Source: an optimization exercise on an open RTL-to-GDS flow (aim: small area). Production flows keep margins and buffers that such runs may drop. The RTL was checked by simulation tests, not by an equivalence proof against the original design.

==> flow/design.v (excerpt) <==
module fir (
    input  wire       clk,
    input  wire       rst_n,
    input  wire [3:0] din,
    output wire [3:0] dout
);
reg [3:0] sr0;
reg [3:0] sr1;
reg [3:0] sr2;
reg [3:0] sr3;
reg [3:0] sr4;
reg [3:0] sr5;
reg [3:0] sr6;
reg [3:0] sr7;
reg [3:0] sr8;
reg [3:0] sr9;
reg [3:0] sr10;
reg [3:0] sr11;
reg [3:0] sr12;
reg [3:0] sr13;
reg [3:0] sr14;
reg [3:0] sr15;
reg [3:0] sr16;
reg [3:0] sr17;
reg [3:0] sr18;
reg [3:0] sr19;
reg [3:0] sr20;
reg [3:0] sr21;
reg [3:0] sr22;
reg [3:0] sr23;
reg [3:0] sr24;
reg [3:0] sr25;
reg [3:0] dout_r;
wire [3:0] dout_nx;
always @(posedge clk or negedge rst_n) begin
    if (!rst_n) begin
        sr0 <= 4'b1000;
        sr1 <= 4'b1000;
        sr2 <= 4'b1000;
        sr3 <= 4'b1000;
        sr4 <= 4'b1000;
        sr5 <= 4'b1000;
        sr6 <= 4'b1000;
        sr7 <= 4'b1000;
        sr8 <= 4'b1000;
        sr9 <= 4'b1000;
        sr10 <= 4'b1000;
        sr11 <= 4'b1000;
        sr12 <= 4'b1000;
        sr13 <= 4'b1000;
        sr14 <= 4'b1000;
        sr15 <= 4'b1000;
        sr16 <= 4'b1000;
        sr17 <= 4'b1000;
        sr18 <= 4'b1000;
        sr19 <= 4'b1000;
        sr20 <= 4'b1000;
        sr21 <= 4'b1000;
        sr22 <= 4'b1000;
        sr23 <= 4'b1000;
        sr24 <= 4'b1000;
        sr25 <= 4'b1000;
        dout_r <= 4'b1000;
    end else begin
        sr0 <= din;
        sr1 <= sr0;
        sr2 <= sr1;
        sr3 <= sr2;
        sr4 <= sr3;
        sr5 <= sr4;
        sr6 <= sr5;
        sr7 <= sr6;
        sr8 <= sr7;
        sr9 <= sr8;
        sr10 <= sr9;
        sr11 <= sr10;
        sr12 <= sr11;
        sr13 <= sr12;
        sr14 <= sr13;
        sr15 <= sr14;
        sr16 <= sr15;
        sr17 <= sr16;
        sr18 <= sr17;
        sr19 <= sr18;
        sr20 <= sr19;
        sr21 <= sr20;
        sr22 <= sr21;
        sr23 <= sr22;
        sr24 <= sr23;
        sr25 <= sr24;
        dout_r <= dout_nx;
    end
end
wire c10, c100, c102, c104, c106, c108, c111, c113, c115, c117, c119, c12;
wire c121, c123, c125, c127, c129, c131, c133, c135, c137, c139, c14, c141;
wire c144, c146, c148, c150, c152, c154, c156, c158, c16, c160, c162, c164;
  ...
==> flow/config.mk <==
export PLATFORM = sky130hd
export DESIGN_NAME = fir
export DESIGN_NICKNAME = fir
export VERILOG_FILES = /design/flow/design.v
export SDC_FILE = /design/flow/constraint.sdc
export NUM_CORES = 4
export LEC_CHECK = 0
export CAP_MARGIN = 0
export CORE_MARGIN = 2
export CORE_UTILIZATION = 65
export GPL_TIMING_DRIVEN = 0
export SLEW_MARGIN = 0
export SYNTH_HIERARCHICAL = 1
export SYNTH_MINIMUM_KEEP_SIZE = 0
==> flow/constraint.sdc <==
create_clock -name core_clock -period 10.0 [get_ports {clk}]
set_input_delay 2.0000 -clock core_clock [delete_from_list [all_inputs] [get_ports {clk}]]
set_output_delay 2.0000 -clock core_clock [all_outputs]
set_load 0.01 [all_outputs]
standard.sh (not shown) runs the stock make flow with config.mk's settings and CLKGATE_MAP_FILE= SYNTH_SCRIPT=/design/flow/synth_recipe.tcl, a recipe that flattens the netlist after the stock synthesis.
==> flow/flow/run.sh <==
#!/bin/bash
# Own layout flow: the standard ORFS flow (standard.sh, including its synthesis) with
#  - the smallest buffer on the data ports (every port still gets its buffer),
#  - one buf_8 as the reset input buffer (set before repair_design, so no reset buffer tree),
#  - no CTS dummy loads.
# Each make step's full log stays under orfs/logs/; make's own output goes to standard_flow.log.
set -euo pipefail
bash standard.sh \
  BUFFER_PORTS_ARGS="-buffer_cell sky130_fd_sc_hd__buf_1" \
  PRE_RESIZE_TCL="$PWD/flow/pre_resize.tcl" \
  CTS_ARGS="-sink_clustering_enable -repair_clock_nets -buf_list sky130_fd_sc_hd__clkbuf_8 -dont_use_dummy_load" \
  finish > standard_flow.log 2>&1
==> flow/flow/pre_resize.tcl <==
# Drive the reset net from its (strong) input buffer alone, instead of a weak
# input buffer followed by a tree of repair buffers.
set block [ord::get_db_block]
set master [[ord::get_db] findMaster sky130_fd_sc_hd__buf_8]
set net [$block findNet rst_n]
foreach iterm [$net getITerms] {
  set inst [$iterm getInst]
  if {[string match "sky130_fd_sc_hd__buf_*" [[$inst getMaster] getName]]} {
    puts "pre_resize: [$inst getName] -> sky130_fd_sc_hd__buf_8"
    $inst swapMaster $master
  }
}
The baseline produced a clean layout.
Edit:
--- a/flow/flow/run.sh
+++ b/flow/flow/run.sh
@@ -3,3 +3,3 @@
 #  - the smallest buffer on the data ports (every port still gets its buffer),
-#  - one buf_8 as the reset input buffer (set before repair_design, so no reset buffer tree),
+#  - one buf_4 as the reset input buffer (set before repair_design, so no reset buffer tree),
 #  - no CTS dummy loads.
==> flow/flow/pre_resize.tcl (replaced) <==
# Drive the reset net from its (strong) input buffer alone, instead of a weak
# input buffer followed by a tree of repair buffers.
set block [ord::get_db_block]
set master [[ord::get_db] findMaster sky130_fd_sc_hd__buf_4]
set net [$block findNet rst_n]
foreach iterm [$net getITerms] {
  set inst [$iterm getInst]
  if {[string match "sky130_fd_sc_hd__buf_*" [[$inst getMaster] getName]]} {
    puts "pre_resize: [$inst getName] -> sky130_fd_sc_hd__buf_4"
    $inst swapMaster $master
  }
}
Cell count barely changes. Worst setup slack is worse by 0.012 ns. Clock skew barely changes. Die area does not change. Via count is about the same. Global-route usage grows by 0.19 points. Sequential share of layout area shrinks by 0.17 points. Synthesized area does not change.
Edit:
==> flow/flow/run.sh (replaced) <==
#!/bin/bash
# Own layout flow: the standard ORFS flow (standard.sh) with smaller port buffers
# and no CTS dummy loads. Everything else, including synthesis, is the standard flow.
set -euo pipefail
bash standard.sh \
  BUFFER_PORTS_ARGS="-buffer_cell sky130_fd_sc_hd__buf_1" \
  CTS_ARGS="-sink_clustering_enable -repair_clock_nets -buf_list sky130_fd_sc_hd__clkbuf_8 -dont_use_dummy_load" \
  finish > standard_flow.log 2>&1
removed: flow/flow/pre_resize.tcl
What happened: Fmax is about the same. Worst setup slack gains 0.0035 ns. Final area barely changes. Utilization barely changes.

what the ideal ports hide:
Ports are ideal in the flow. The routed layouts listed here were re-timed in OpenROAD.
Step 1 sets driving cells, clkbuf_16 on the clock port and buf_2 on the other inputs (assumed; they add their load-dependent delay and slew).
Step 2 times the ports against the registers' clock, not the clock port: input delays grow and output delays shrink by t, the midpoint of the rising clock arrivals with the driver on.
a / b / c = ideal ports / drivers / drivers and shift; a / b = the first two.
run | shift t [ns] | setup slack, ns | worst setup path at the end | worst slew at a driven data input, ns
the first run | 0.390 | 1.600 / 1.600 / 1.514 | input to register | 0.05
the second run | 0.388 | 1.589 / 1.589 / 1.531 | input to register | 0.04
the third run | 0.391 | 1.592 / 1.592 / 1.530 | input to register | 0.03
After both steps setup and hold are still met in every run listed. The setup slack of the first run, which loses most, moves by 0.000 ns with the drivers and by -0.086 ns with both steps.
